This design comes from an exercise in tuning for small area, a short achievable clock period and few clock cycles per item on the open sky130 flow, not from production work.
At most, simulation tests tie the RTL to the original design; equivalence was not proved.

==> flow/design.v <==
`timescale          1ns/1ps
`default_nettype    none
module MS_DMAC_AHBL (
    input   wire    HCLK,
    input   wire    HRESETn,
    output  wire    IRQ,
    input wire          HSEL,
    input wire [31:0]   HADDR,
    input wire [1:0]    HTRANS,
    input wire          HWRITE,
    input wire          HREADY,
    input wire [31:0]   HWDATA,
    input wire [2:0]    HSIZE,
    output wire         HREADYOUT,
    output wire [31:0]  HRDATA,
    output wire [31:0]  M_HADDR,
    output wire [1:0]   M_HTRANS,
    output wire [2:0] 	M_HSIZE,
    output wire         M_HWRITE,
    output wire [31:0]  M_HWDATA,
    input wire          M_HREADY,
    input wire [31:0]   M_HRDATA
);
    reg         wr_en;
    reg         s_ctrl, s_saddr, s_daddr, s_size, s_trig;
    always @(posedge HCLK or negedge HRESETn)
        if (~HRESETn) wr_en <= 1'b0;
        else wr_en <= HREADY & HSEL & HTRANS[1] & HWRITE & (HADDR[7:5] == 3'b000);
    always @(posedge HCLK) begin
        s_ctrl  <= (HADDR[4:2] == 3'd0);
        s_saddr <= (HADDR[4:2] == 3'd2);
        s_daddr <= (HADDR[4:2] == 3'd3);
        s_size  <= (HADDR[4:2] == 3'd4);
        s_trig  <= (HADDR[4:2] == 3'd5);
    end
    wire        trig_wr = wr_en & s_trig;
    reg [31:0]  CTRL_REG;
    reg [31:0]  SADDR_REG;
    reg [31:0]  DADDR_REG;
    reg [15:0]  SIZE_REG;
    wire [31:0] ctrl_nx  = (wr_en & s_ctrl)  ? HWDATA : CTRL_REG;
    wire [31:0] saddr_nx = (wr_en & s_saddr) ? HWDATA : SADDR_REG;
    wire [31:0] daddr_nx = (wr_en & s_daddr) ? HWDATA : DADDR_REG;
    wire [15:0] size_nx  = (wr_en & s_size)  ? HWDATA[15:0] : SIZE_REG;
    always @(posedge HCLK or negedge HRESETn)
        if (~HRESETn) begin
            CTRL_REG  <= 32'h0;
            SADDR_REG <= 32'h0;
            DADDR_REG <= 32'h0;
            SIZE_REG  <= 16'h0;
        end else begin
            CTRL_REG  <= ctrl_nx;
            SADDR_REG <= saddr_nx;
            DADDR_REG <= daddr_nx;
            SIZE_REG  <= size_nx;
        end
    wire        EN        = CTRL_REG[0];
    wire [1:0]  SRC_TYPE  = CTRL_REG[17:16];
    wire [2:0]  SRC_AI    = CTRL_REG[20:18];
    wire [1:0]  DEST_TYPE = CTRL_REG[25:24];
    wire [2:0]  DEST_AI   = CTRL_REG[28:26];
    reg         busy;        
    reg         done;        
    reg         htrans_q;    
    reg         hwrite_q;    
    reg [1:0]   hsize_q;
    reg         htrans_o;    
    reg         hwrite_o;
    reg [2:0]   step_q;      
    reg [15:0]  cntr;        
    reg [31:0]  haddr_q;     
    reg [31:0]  nxaddr_q;    
    reg [31:0]  rdata;
    wire        issue     = htrans_q & M_HREADY;
    wire        last      = (cntr == SIZE_REG);
    wire        start     = trig_wr & HWDATA[0] & EN & (SIZE_REG != 16'h0);
    wire        finish    = busy & EN & ~htrans_q & M_HREADY;
    reg         htrans_nx, hwrite_nx;
    always @* begin
        htrans_nx = htrans_q;
        hwrite_nx = hwrite_q;
        if (start) begin
            htrans_nx = 1'b1;
            hwrite_nx = 1'b0;
        end else if (issue) begin
            if (~hwrite_q) begin
                hwrite_nx = 1'b1;
            end else if (last) begin
                htrans_nx = 1'b0;
            end else begin
                hwrite_nx = 1'b0;
            end
        end
    end
    always @(posedge HCLK or negedge HRESETn)
        if (~HRESETn) begin
            htrans_q <= 1'b0;
            hwrite_q <= 1'b1;
            htrans_o <= 1'b0;
            hwrite_o <= 1'b1;
        end else begin
            htrans_q <= htrans_nx;
            hwrite_q <= hwrite_nx;
            htrans_o <= htrans_nx;
            hwrite_o <= hwrite_nx;
        end
    function [2:0] ai_step(input [2:0] ai);
        ai_step = (ai == 3'd4) ? 3'b100 :
                  (ai == 3'd2) ? 3'b010 :
                  (ai != 3'd0) ? 3'b001 : 3'b000;
    endfunction
    always @(posedge HCLK)
        if (~htrans_q | M_HREADY) begin
            hsize_q <= (htrans_q & ~hwrite_q) ? DEST_TYPE : SRC_TYPE;
            step_q  <= (htrans_q & ~hwrite_q) ? ai_step(DEST_AI) : ai_step(SRC_AI);
        end
    always @(posedge HCLK or negedge HRESETn)
        if (~HRESETn) cntr <= 16'h0;
        else if (issue & ~hwrite_q) cntr <= cntr + 16'h1;
        else if (issue & last) cntr <= 16'h0;
    wire [31:0] stepped = haddr_q + {29'h0, step_q};
    always @(posedge HCLK)
        if (~htrans_q) begin
            haddr_q  <= SADDR_REG;
            nxaddr_q <= DADDR_REG;
        end else if (M_HREADY) begin
            haddr_q  <= nxaddr_q;
            nxaddr_q <= stepped;
        end
    wire        half_from_word = (SRC_TYPE == 2'd2) & (DEST_TYPE == 2'd1);
    always @(posedge HCLK)
        if (htrans_q & hwrite_q) begin
            rdata[15:0]  <= M_HRDATA[15:0];
            rdata[31:16] <= half_from_word ? M_HRDATA[15:0] : M_HRDATA[31:16];
        end
    wire        busy_nx = trig_wr ? HWDATA[0] : (busy & ~finish);
    wire        done_nx = ~trig_wr & (done | finish);
    always @(posedge HCLK or negedge HRESETn)
        if (~HRESETn) begin
            busy <= 1'b0;
            done <= 1'b0;
        end else begin
            busy <= busy_nx;
            done <= done_nx;
        end
    reg [31:0]  hrdata_q;
    always @(posedge HCLK)
        case (HADDR[4:2])
            3'd0:    hrdata_q <= ctrl_nx;
            3'd1:    hrdata_q <= {31'h0, done_nx};
            3'd2:    hrdata_q <= saddr_nx;
            3'd3:    hrdata_q <= daddr_nx;
            3'd4:    hrdata_q <= {16'h0, size_nx};
            default: hrdata_q <= {31'h0, busy_nx};
        endcase
    assign IRQ       = done;
    assign HREADYOUT = 1'b1;
    assign HRDATA   = hrdata_q;
    assign M_HADDR  = haddr_q;
    assign M_HTRANS = {htrans_o, 1'b0};
    assign M_HWRITE = hwrite_o;
    assign M_HSIZE  = {1'b0, hsize_q};
    assign M_HWDATA = rdata;
endmodule
Settings: LEC_CHECK=0, ABC_CLOCK_PERIOD_IN_PS=2500, CAP_MARGIN=20, CORE_MARGIN=2, CORE_UTILIZATION=40, SETUP_SLACK_MARGIN=4.4, SLEW_MARGIN=20; clock period 7.0 ns.
run.sh (not shown) runs the stock make flow with config.mk's settings and CLKGATE_MAP_FILE= SYNTH_SCRIPT=/design/flow/synth_recipe.tcl, a recipe that flattens the netlist after the stock synthesis.
==> next run, changes <==
--- a/flow/design.v
+++ b/flow/design.v
@@ -97,12 +97,12 @@
             htrans_q <= 1'b0;
             hwrite_q <= 1'b1;
             htrans_o <= 1'b0;
-            hwrite_o <= 1'b1;
+            hwrite_o <= 1'b0;
         end else begin
             htrans_q <= htrans_nx;
             hwrite_q <= hwrite_nx;
             htrans_o <= htrans_nx;
-            hwrite_o <= hwrite_nx;
+            hwrite_o <= hwrite_nx & htrans_nx;
         end
     function [2:0] ai_step(input [2:0] ai);
         ai_step = (ai == 3'd4) ? 3'b100 :
Result: Final cell count came out lower slightly. Cell area is about the same. Critical path depth is unchanged. Clock-buffer cell count came out lower by 1. Fmax came out higher slightly. Area after synthesis came out higher slightly. Wire length came out lower by a few percent. Setup slack improved by 0.019 ns.
Testbench counts after the change, summed over its fixed seeds: cycles 18,508, items 5,221.
Only the layout flow was run in the first run of this note; the RTL was not checked for function there.

## what the ideal ports hide
Ports are ideal in the flow. The routed layouts listed here were re-timed in OpenROAD. Step 1: set_driving_cell puts a clkbuf_16 on HCLK and a buf_2 on each other input, an assumption about the parent block. Step 2 moves the port delays by t, midway between the first and last clock arrival at a register: inputs arrive t later, outputs are due t later. That takes back most of the time a late clock gives input paths. Three values: ideal ports, drivers, drivers and shift; two values: the first two.
run | t, ns | setup slack, ns | slew at the worst register clock pin (ns) | cell pins on the clock port's net
the first run | 0.585 | 4.322 / 4.272 / 3.882 | 0.07 / 0.07 | 1
the second run | 0.591 | 4.341 / 4.297 / 3.874 | 0.07 / 0.07 | 1
After both steps setup and hold are still met in every run listed. For the second run, which loses most, drivers alone change the setup slack by -0.044 ns; drivers and shift together by -0.467 ns.
